Source: an optimization exercise on an open RTL-to-GDS flow (aim: small area and a short achievable clock period). Production flows keep margins and buffers that such runs may drop. Function was checked by simulation only, so behaviour that the tests miss may differ from the original. Power figures rest on the tool's default switching activity, not on a simulated workload.

// MIPS
module MIPS(
	input cclk,
	input reset,
	input [31:0] imem_data,
	output [31:0] imem_addr,
	output [31:0] result
    );
export LEC_CHECK = 0
export CAP_MARGIN = 20
export CELL_PAD_IN_SITES_DETAIL_PLACEMENT = 1
export CORE_MARGIN = 2
export CORE_UTILIZATION = 45
export CTS_CLUSTER_DIAMETER = 75
export CTS_CLUSTER_SIZE = 28
export PLACE_DENSITY = 0.62
export SLEW_MARGIN = 20
create_clock -name core_clock -period 12.0 [get_ports {cclk}]
standard.sh (not shown) runs the stock make flow with config.mk's settings and CLKGATE_MAP_FILE= SYNTH_SCRIPT=/design/flow/synth_recipe.tcl, a recipe that flattens the netlist after the stock synthesis.
==> flow/flow/run.sh <==
#!/bin/bash
# Own flow: the standard layout (standard.sh, with its unchanged synthesis),
# with two changes to how the layout is made:
#  - the resizer's setup repair aims at a slack margin below the clock period,
#    so that it works on paths well inside the period instead of stopping at it;
#  - the port buffers are plain buffers (buf_4) rather than the delay cell
#    buffer_ports picks by default.
# Each step's full output is in synth.log / layout.log here and in ORFS's own
# per-step logs under orfs/logs.
set -euo pipefail
MARGIN=8
bash standard.sh synth > synth.log 2>&1
bash standard.sh SETUP_SLACK_MARGIN=$MARGIN "BUFFER_PORTS_ARGS=-buffer_cell sky130_fd_sc_hd__buf_4" finish > layout.log 2>&1
The first run produced a clean layout.
Change:
CORE_UTILIZATION = 40   (was 45)
CTS_CLUSTER_DIAMETER = 80   (was 75)
CTS_CLUSTER_SIZE = 30   (was 28)
PLACE_DENSITY = 0.55   (was 0.62)
TNS_END_PERCENT = 30   (was default)
Effect: The changed run finished clean. Global-route usage goes down by 2.2 points. Area after synthesis is unchanged. Non-clock buffer count goes up by 30. Critical path depth fell by 15. Power grows by a few percent.
Change:
CAP_MARGIN = 10   (was 20)
SLEW_MARGIN = 10   (was 20)
TNS_END_PERCENT = default   (was 30)
What happened: Non-clock buffer count fell by 5. First-iteration DRC count stays flat. Worst hold slack loses 0.049 ns. Via count goes up by 0.38%.
Change:
--- a/flow/flow/run.sh
+++ b/flow/flow/run.sh
@@ -11 +11 @@
-MARGIN=8
+MARGIN=7.5
CAP_MARGIN = 20   (was 10)
SLEW_MARGIN = 20   (was 10)
=>
- The new run passed the timing, DRC and antenna checks
- clock power is higher by 5.2%
- final cell count went down by 1.2%
- sequential power is about the same
- non-clock buffer count goes down by 126
- core utilization went down by 1.2 points
- setup slack got worse by 0.49 ns
- fmax fell by 11%
- first-iteration DRC count shrinks by 2.3%

---

MIPS, a different RTL version from the one above (not shown whole).
For scale: roughly 6900 cells after synthesis, about 2400 flip-flops, roughly 98 I/O pins, about 0.098 mm² of cells after synthesis.
## MIPS
module MIPS(
	input cclk,
	input reset,
	input [31:0] imem_data,
	output [31:0] imem_addr,
	output [31:0] result
    );
	reg  [31:0] pc;
	reg  [31:0] ifid_pc4;           
	reg  [31:0] ifid_inst;          
	reg  [31:0] preA, preB;         
	reg         a_ex, a_mem, a_rf;
	reg         b_ex, b_mem, b_rf, b_imm;
	reg         s_ex, s_mem, s_rf;
	reg         d_R, d_lw, d_sw, d_beq, d_jal, d_jr;    
	reg         k_add, k_sub, k_slt, k_or, k_and;       
	reg         lu_q;               
	reg  [31:0] res_q;              
	reg  [31:0] ex_sdata;           
	reg  [4:0]  ex_dst;             
	reg  [4:0]  ex_rt;              
	reg         ex_rw, ex_m2r, ex_mr, ex_mw, ex_jal;
	reg  [31:0] mem_wd;             
	reg  [4:0]  mem_dst;            
	reg         mem_rw;             
	reg  [31:0] pre31;              
	wire [1023:0] rf_all;           
	wire [1023:0] dm_all;           
	wire [4:0]  rs  = ifid_inst[25:21];
	wire [4:0]  rt  = ifid_inst[20:16];
	wire [4:0]  rd  = ifid_inst[15:11];
	wire [15:0] imm = ifid_inst[15:0];
	wire [31:0] sext = {{16{imm[15]}}, imm};
	wire if_flush = d_beq | d_jal;
	wire hz       = lu_q | if_flush;
	wire [31:0] opA  = ({32{a_ex}} & res_q) | ({32{a_mem}} & mem_wd) | ({32{a_rf}} & preA);
	wire [31:0] opB  = ({32{b_ex}} & res_q) | ({32{b_mem}} & mem_wd) | ({32{b_rf}} & preB) |
	                   ({32{b_imm}} & sext);
  ...
clock: 12.0 ns
lec_check: 0
cap_margin: 20
cell_pad_in_sites_detail_placement: 1
core_margin: 2
core_utilization: 35
cts_cluster_diameter: 85
cts_cluster_size: 30
place_density: 0.45
slew_margin: 20
==> flow/flow/run.sh <==
#!/bin/bash
# Own flow: the standard layout (standard.sh, with its unchanged synthesis),
# with two changes to how the layout is made:
#  - the resizer's setup repair aims at a slack margin below the clock period,
#    so that it works on paths well inside the period instead of stopping at it;
#  - the port buffers are plain buffers (buf_4) rather than the delay cell
#    buffer_ports picks by default.
# Each step's full output is in synth.log / layout.log here and in ORFS's own
# per-step logs under orfs/logs.
set -euo pipefail
MARGIN=8
bash standard.sh synth > synth.log 2>&1
bash standard.sh SETUP_SLACK_MARGIN=$MARGIN "BUFFER_PORTS_ARGS=-buffer_cell sky130_fd_sc_hd__buf_4" finish > layout.log 2>&1
Change:
- CTS_CLUSTER_DIAMETER: 85 -> 80
- CTS_CLUSTER_SIZE: 30 -> 28
Outcome: The new run went through all stages and came out clean. Total power went up by 1.4%. Via count hardly moves. Global-route usage grows by 0.15 points.

---

Another version of the RTL of MIPS (not shown whole).
Size in the first run: roughly 6900 cells after synthesis, about 2400 flip-flops, ~99000 um2 of cells after synthesis.
## MIPS
module MIPS(
	input cclk,
	input reset,
	input [31:0] imem_data,
	output [31:0] imem_addr,
	output [31:0] result
    );
Settings: LEC_CHECK=0, CAP_MARGIN=20, CELL_PAD_IN_SITES_DETAIL_PLACEMENT=1, CORE_MARGIN=2, CORE_UTILIZATION=40, CTS_CLUSTER_DIAMETER=80, CTS_CLUSTER_SIZE=30, PLACE_DENSITY=0.55, SLEW_MARGIN=20; clock period 12.0 ns.
Scripts as last shown in full above: flow/flow/run.sh
Change:
Settings changed: CORE_UTILIZATION 40 to 35, CTS_CLUSTER_DIAMETER 80 to 75, CTS_CLUSTER_SIZE 30 to 28, PLACE_DENSITY 0.55 to 0.45.
Global-route usage falls by 1.9 points.
Synthesized area stays the same.
Clock power goes up by 21%.
Cell count goes up by 5.5%.
Sequential cell count does not change.
Wire length rises by 7.8%.
Die area goes up by 14%.
Utilization came out lower by 4.8 points.
Combinational power goes up by about 2%.
First-iteration DRC count is lower by 14%.
Worst setup slack is better by 0.092 ns.

---

Setup of xenon:
RTL: one of the versions met above, not the one the previous note started from.
Size in the first run: about 98 I/O pins, roughly 0.098 mm^2 of cells after synthesis.
// MIPS
module MIPS(
	input cclk,
	input reset,
	input [31:0] imem_data,
	output [31:0] imem_addr,
	output [31:0] result
    );
	reg  [31:0] pc;
	reg  [31:0] ifid_pc4;           
	reg  [31:0] ifid_inst;          
	reg  [31:0] preA, preB;         
	reg         a_ex, a_mem, a_rf;
	reg         b_ex, b_mem, b_rf, b_imm;
	reg         s_ex, s_mem, s_rf;
	reg         d_R, d_lw, d_sw, d_beq, d_jal, d_jr;    
	reg         k_add, k_sub, k_slt, k_or, k_and;       
	reg         lu_q;               
	reg  [31:0] res_q;              
	reg  [31:0] ex_sdata;           
	reg  [4:0]  ex_dst;             
	reg  [4:0]  ex_rt;              
	reg         ex_rw, ex_m2r, ex_mr, ex_mw, ex_jal;
	reg  [31:0] mem_wd;             
	reg  [4:0]  mem_dst;            
	reg         mem_rw;             
	reg  [31:0] pre31;              
	wire [1023:0] rf_all;           
	wire [1023:0] dm_all;           
	wire [4:0]  rs  = ifid_inst[25:21];
	wire [4:0]  rt  = ifid_inst[20:16];
	wire [4:0]  rd  = ifid_inst[15:11];
	wire [15:0] imm = ifid_inst[15:0];
	wire [31:0] sext = {{16{imm[15]}}, imm};
	wire if_flush = d_beq | d_jal;
	wire hz       = lu_q | if_flush;
	wire [31:0] opA  = ({32{a_ex}} & res_q) | ({32{a_mem}} & mem_wd) | ({32{a_rf}} & preA);
	wire [31:0] opB  = ({32{b_ex}} & res_q) | ({32{b_mem}} & mem_wd) | ({32{b_rf}} & preB) |
  ...
==> flow/config.mk <==
export PLATFORM = sky130hd
export DESIGN_NAME = MIPS
export DESIGN_NICKNAME = MIPS
export VERILOG_FILES = /design/flow/design.v
export SDC_FILE = /design/flow/constraint.sdc
export NUM_CORES = 8
export LEC_CHECK = 0
export CAP_MARGIN = 20
export CELL_PAD_IN_SITES_DETAIL_PLACEMENT = 1
export CORE_MARGIN = 2
export CORE_UTILIZATION = 40
export CTS_CLUSTER_DIAMETER = 75
export CTS_CLUSTER_SIZE = 28
export PLACE_DENSITY = 0.55
export SLEW_MARGIN = 20
==> flow/constraint.sdc <==
create_clock -name core_clock -period 12.0 [get_ports {cclk}]
set_input_delay 2.4000 -clock core_clock [delete_from_list [all_inputs] [get_ports {cclk}]]
set_output_delay 2.4000 -clock core_clock [all_outputs]
set_load 0.01 [all_outputs]
Scripts as last shown in full above: flow/flow/run.sh
Inputs modified between xenon and sierra:
- a change of CORE_UTILIZATION from 40 to 35
- a change of PLACE_DENSITY from 0.55 to 0.45
- a change of CTS_CLUSTER_DIAMETER from 75 to 80
## What came out
The final design instance area without fill of sierra is higher than that of xenon. Compared with xenon, per-cell routed wire length in sierra increased by a few percent. Taking xenon as the reference, in sierra total power moved up, floorplan die width shows an increase of 6.8%, clock buffer and inverter area fraction after layout closely matched the old numbers, minimum period implied by the final worst setup slack shrank by 28 ps, sequential share of layout area fell 0.74 points.

[static timing again, ports no longer ideal]
Ports are ideal in the flow. The routed layouts listed here were re-timed in OpenROAD.
Step 1, drivers: a clkbuf_16 drives cclk and a buf_2 each remaining input, both assumed.
Step 2 times the ports against the registers' clock, not the clock port: input delays grow and output delays shrink by t, the midpoint of the rising clock arrivals with the driver on.
Three values: ideal, step 1, step 2; two values: the first two.
run | t (ns) | slack for setup (ns) | clock arrival spread, ns | slew at the worst register clock pin (ns) | pins driven straight from the clock port
the first run of note 1 | 0.948 | 7.696 / 7.696 / 6.964 | 0.059 / 0.059 | 0.12 / 0.12 | 1
the second run of note 1 | 0.950 | 7.711 / 7.612 / 6.837 | 0.092 / 0.092 | 0.12 / 0.12 | 1
the third run of note 1 | 0.960 | 7.827 / 7.827 / 6.976 | 0.057 / 0.057 | 0.12 / 0.12 | 1
the fourth run of note 1 | 0.939 | 7.332 / 7.352 / 6.414 | 0.062 / 0.063 | 0.12 / 0.12 | 1
the first run of note 2 | 0.963 | 7.842 / 7.832 / 7.043 | 0.079 / 0.080 | 0.12 / 0.12 | 1
the second run of note 2 | 0.974 | 7.801 / 7.801 / 7.037 | 0.055 / 0.054 | 0.12 / 0.12 | 1
the first run of note 3 | 0.940 | 7.762 / 7.762 / 6.951 | 0.077 / 0.077 | 0.12 / 0.12 | 1
the second run of note 3 | 0.968 | 7.854 / 7.852 / 6.960 | 0.054 / 0.054 | 0.11 / 0.11 | 1
xenon | 0.964 | 7.812 / 7.812 / 7.020 | 0.077 / 0.077 | 0.12 / 0.12 | 1
sierra | 0.963 | 7.840 / 7.840 / 7.023 | 0.092 / 0.091 | 0.12 / 0.12 | 1
After both steps every run listed still meets setup and hold. The setup slack of the fourth run of note 1, which loses most, moves by +0.020 ns with the drivers and by -0.918 ns with both steps.
